From an optimization exercise on the open Yosys and OpenROAD flow, aimed at small area; shortcuts taken in it are not production practice.
Only simulation tests tie the RTL to the original design; equivalence was not proved.
The clock input has no modelled driver; a real chip could not lean on it and would need a root buffer or a full tree.
No activity file was given, so power comes from the tool's default toggle rates.

## run a
// controlx
module controlx(
  input  wire        clk,
  input  wire [31:0] inp1, inp2,
  output wire [31:0] out,
  output wire        underflow,
  output wire        overflow
);
export LEC_CHECK = 0
export CAP_MARGIN = 20
export CORE_MARGIN = 2
export CORE_UTILIZATION = 78
export SLEW_MARGIN = 20
export SYNTH_HIERARCHICAL = 1
export SYNTH_MINIMUM_KEEP_SIZE = 0
create_clock -name core_clock -period 10.0 [get_ports {clk}]
standard.sh (not shown) runs the stock make flow with config.mk's settings and CLKGATE_MAP_FILE= SYNTH_SCRIPT=/design/flow/synth_recipe.tcl, a recipe that flattens the netlist after the stock synthesis.
==> flow/flow/run.sh <==
#!/bin/bash
# The standard layout, with the smallest buffer on the ports, a hand-built
# clock tree of four buf_6 cells (flow/cts_hook.tcl), and power recovery (downsizing) after
# global routing followed by another slew/capacitance repair.
set -euo pipefail
bash standard.sh \
  BUFFER_PORTS_ARGS="-buffer_cell sky130_fd_sc_hd__buf_1" \
  PRE_CTS_TCL="$PWD/flow/cts_hook.tcl" \
  RECOVER_POWER=100 \
  PRE_GLOBAL_ROUTE_TCL="$PWD/flow/grt_hook.tcl" \
  finish > make.log 2>&1
==> flow/flow/grt_hook.tcl <==
# Sourced before global routing. Power recovery (downsizing) and a slew and
# capacitance repair are followed by a
# pass that tries each logic cell at smaller drive strengths of the same
# function, keeping a change only while timing, slew and capacitance stay met,
# and then by another slew/capacitance repair.
proc cell_area { name } {
  set m [[ord::get_db] findMaster $name]
  return [expr { [$m getWidth] * [$m getHeight] }]
}

proc downsize_logic_cells { } {
  set kept 0
  set slews [sta::max_slew_violation_count]
  set caps [sta::max_capacitance_violation_count]
  puts "downsize start: setup [sta::worst_slack -max] hold [sta::worst_slack -min] slew $slews cap $caps"
  foreach inst [get_cells *] {
    set cell [get_property $inst ref_name]
    if { [regexp {df|dl|tap|fill|decap|conb|clkbuf} $cell] || [string match input* [get_name $inst]] || [string match output* [get_name $inst]] || [string match clkbuf_leaf* [get_name $inst]] } {
      continue
    }
    if { ![regexp {^(sky130_fd_sc_hd__[a-z0-9]+)_([0-9]+)$} $cell -> base size] } {
      continue
    }
    set cands {}
    foreach lc [get_lib_cells */${base}_*] {
      set name [get_name $lc]
      if { [regexp "^${base}_(\[0-9\]+)\$" $name -> s] && $s < $size
           && [cell_area $name] < [cell_area $cell] } {
        lappend cands [list $s $name]
      }
    }
    foreach c [lsort -integer -index 0 $cands] {
      replace_cell $inst [lindex $c 1]
      if { [sta::worst_slack -max] > 0.3 && [sta::worst_slack -min] > 0.05
           && [sta::max_slew_violation_count] <= $slews
           && [sta::max_capacitance_violation_count] <= $caps } {
        incr kept
        puts "downsized [get_name $inst] $cell -> [lindex $c 1]"
        break
      }
      replace_cell $inst $cell
    }
  }
  puts "downsized $kept cells"
}

proc recover_power_helper { } {
  if { $::env(RECOVER_POWER) == 0 } {
    return
  }
  log_cmd repair_timing -verbose -recover_power $::env(RECOVER_POWER) -match_cell_footprint
  log_cmd repair_design -verbose -slew_margin $::env(SLEW_MARGIN) -cap_margin $::env(CAP_MARGIN) -match_cell_footprint
  downsize_logic_cells
  log_cmd repair_design -verbose -slew_margin $::env(SLEW_MARGIN) -cap_margin $::env(CAP_MARGIN) -match_cell_footprint
  log_cmd detailed_placement
}
Other scripts of this flow, unchanged in this note and not shown: flow/flow/cts_hook.tcl
Here is what was changed in the inputs of run b compared with run a.
- setting CELL_PAD_IN_SITES_DETAIL_PLACEMENT to 0 for the first time
- changing CORE_UTILIZATION from 78 to 80
- setting PLACE_DENSITY to 0.85 for the first time
- setting CELL_PAD_IN_SITES_GLOBAL_PLACEMENT to 0 for the first time
-- flow/flow/grt_hook.tcl --
<<< run a, line 1
# Sourced before global routing. Power recovery (downsizing) and a slew and
# capacitance repair are followed by a
>>> run b, line 1
# Sourced before global routing. Power recovery (downsizing) is followed by a
<<< run a, line 18
    if { [regexp {df|dl|tap|fill|decap|conb|clkbuf} $cell] || [string match input* [get_name $inst]] || [string match output* [get_name $inst]] || [string match clkbuf_leaf* [get_name $inst]] } {
>>> run b, line 17
    if { [regexp {df|dl|tap|fill|decap|conb|clkbuf|buf_} $cell] } {
<<< run a, line 52
  log_cmd repair_design -verbose -slew_margin $::env(SLEW_MARGIN) -cap_margin $::env(CAP_MARGIN) -match_cell_footprint
>>> run b, line 51
--- outcome ---
On standard-cell row count: run b sits below run a. Every run in run a and run b closed cleanly, with the single exception of run b. Run b did not finish: a tool error stopped it during detailed placement. The run showing the smaller routability-driven placement congestion ratio is run b. As far as mean instance size in the synthesized netlist goes, run a and run b are indistinguishable; the numbers are identical. Number of unique standard cell types used by synthesis of run a is on par with run b. In run b the horizontal extent of the die turned out 0.73 µm lower than in run a.
The clock cells of run a come from the design's own scripts or RTL, not from TritonCTS.

---

## run A
controlx, a different RTL version from the one above (not shown whole).
Size in the first run: roughly 190 cells after synthesis, about 61 flip-flops.
Settings: LEC_CHECK=0, CAP_MARGIN=20, CORE_MARGIN=2, CORE_UTILIZATION=75, SETUP_SLACK_MARGIN=0.1, SLEW_MARGIN=20, SYNTH_HIERARCHICAL=1, SYNTH_MINIMUM_KEEP_SIZE=0; clock period 10.0 ns.
==> flow/flow/run.sh <==
#!/bin/bash
# The standard layout, with the smallest buffer on the ports and a clock tree
# of few large buffers without dummy loads.
set -euo pipefail
bash standard.sh \
  BUFFER_PORTS_ARGS="-buffer_cell sky130_fd_sc_hd__buf_1" \
  CTS_ARGS="-sink_clustering_enable -repair_clock_nets -dont_use_dummy_load -buf_list sky130_fd_sc_hd__clkbuf_16 -sink_clustering_size 64 -sink_clustering_max_diameter 500" \
  finish > make.log 2>&1
Run A finished every stage and its layout cleared the timing, DRC and antenna checks.
Relative to run A, the following input files were edited for run B:
==> flow/flow/run.sh <==
#!/bin/bash
# The standard layout, with the smallest buffer on the ports and a clock tree
# of clkbuf_4 cells without dummy loads.
set -euo pipefail
bash standard.sh \
  BUFFER_PORTS_ARGS="-buffer_cell sky130_fd_sc_hd__buf_1" \
  CTS_ARGS="-sink_clustering_enable -repair_clock_nets -dont_use_dummy_load -buf_list sky130_fd_sc_hd__clkbuf_4" \
  finish > make.log 2>&1
--- outcome ---
Run B went all the way through the flow, and no timing, DRC or antenna check failed. Diff run A -> run B: clock network power share went down by 13 points, total power density per cell area lower, cts-stage hold buffer count held. Relative to run A, the power drawn by the clock network of run B is lower by 55%. Between run A and run B, the flow reports met1 routed wirelength after detailed routing decreasing by more than 10%. Minimum clock period on run B is behind run A. Sort run B and run A by global-route wire length before repair, descending, and run A comes first. From run A to run B the numbers moved as follows: wire length -1900 µm, via count -247.
> inputs changed (run B -> run C)
Settings: PLACE_DENSITY: unset -> 0.9; CELL_PAD_IN_SITES_GLOBAL_PLACEMENT: unset -> 0; CELL_PAD_IN_SITES_DETAIL_PLACEMENT: unset -> 0; CORE_UTILIZATION: 75 -> 82.
==> comparison <==
Status: run C FAILED at 3_5_place_dp (tool error)
Reported for run C and run B, number of top-level pins turned out identical to the last digit.
Delta(standard-cell row count, run C - run B) < 0
Diff run C and run B: initial core utilization higher in run C
The following lists how run D was set up differently from run C:
Settings: clearing PLACE_DENSITY, which used to be 0.9; swapping 0.1 for 0.05 in SETUP_SLACK_MARGIN; swapping 82 for 88 in CORE_UTILIZATION; clearing CELL_PAD_IN_SITES_GLOBAL_PLACEMENT, which used to be 0; clearing CELL_PAD_IN_SITES_DETAIL_PLACEMENT, which used to be 0.
Notes after the runs:
- Tool error GPL-0301 stopped run D during 3_3_place_gp; no final results.
- Run D and run C ended up with roughly the same adder and majority cell fraction of the synthesized area.
- Comparing run D and run C, starting density of the core is higher on run D.
- Comparing run D and run C, x dimension of the die is lower on run D.
diff inputs: run D => run E
Settings: SETUP_SLACK_MARGIN changed from 0.05 to 0.1; CORE_UTILIZATION changed from 88 to 80.
Findings:
- As the logs show, run E stopped at 4_1_cts after a tool error, so it never reached the end of the flow.
- Run E against run D: fraction of synthesized area in multiplexers shows no meaningful change, number of top-level design ports held, xor/xnor share of the synthesized area shows no meaningful change.
- Looking at run E and run D, the mean cell area of the mapped netlist is a wash.
- Comparing run E against run D, there is no change at all in post-synthesis instance area.
- As far as count of flip-flops with a built-in enable after synthesis goes, run E and run D are indistinguishable; the numbers are identical.
- Delta (run E minus run D): number of synthesized register bits neither gained nor lost much, y dimension of the die up 2.8 µm, row count +about 5%, width of the die now larger.

-- re-timing with driven ports --
No port has a modelled driver above. Below, the same layouts with a new extraction and two added sets of constraints.
Step 1 (the two cells are an assumption about what drives the block):
set clk [get_ports {clk}]
set_driving_cell -lib_cell sky130_fd_sc_hd__clkbuf_16 $clk
set_driving_cell -lib_cell sky130_fd_sc_hd__buf_2 [delete_from_list [all_inputs] $clk]
Step 2 adds t to the input delays and takes it off the output delays; t is the mean of the earliest and latest rising clock arrival at the registers after step 1. Input paths then give back, and output paths get back, about the clock's delay inside the block.
Slacks: ideal ports / drivers / drivers and shift; pairs: ideal ports / drivers.
run | t, ns | setup WS [ns] | worst register clock-pin slew, ns | worst slew at a driven data input, ns
run a of note 1 | 0.178 | 1.030 / 1.009 / 1.009 | 0.10 / 0.10 | 0.07
run A of note 2 | 0.347 | 0.302 / 0.302 / 0.137 | 0.05 / 0.05 | 0.06
run B of note 2 | 0.404 | 0.229 / 0.230 / 0.180 | 0.10 / 0.10 | 0.06
After both steps every run listed still meets setup and hold. For run A of note 2, which loses most, drivers alone change the setup slack by 0.000 ns; drivers and shift together by -0.165 ns.
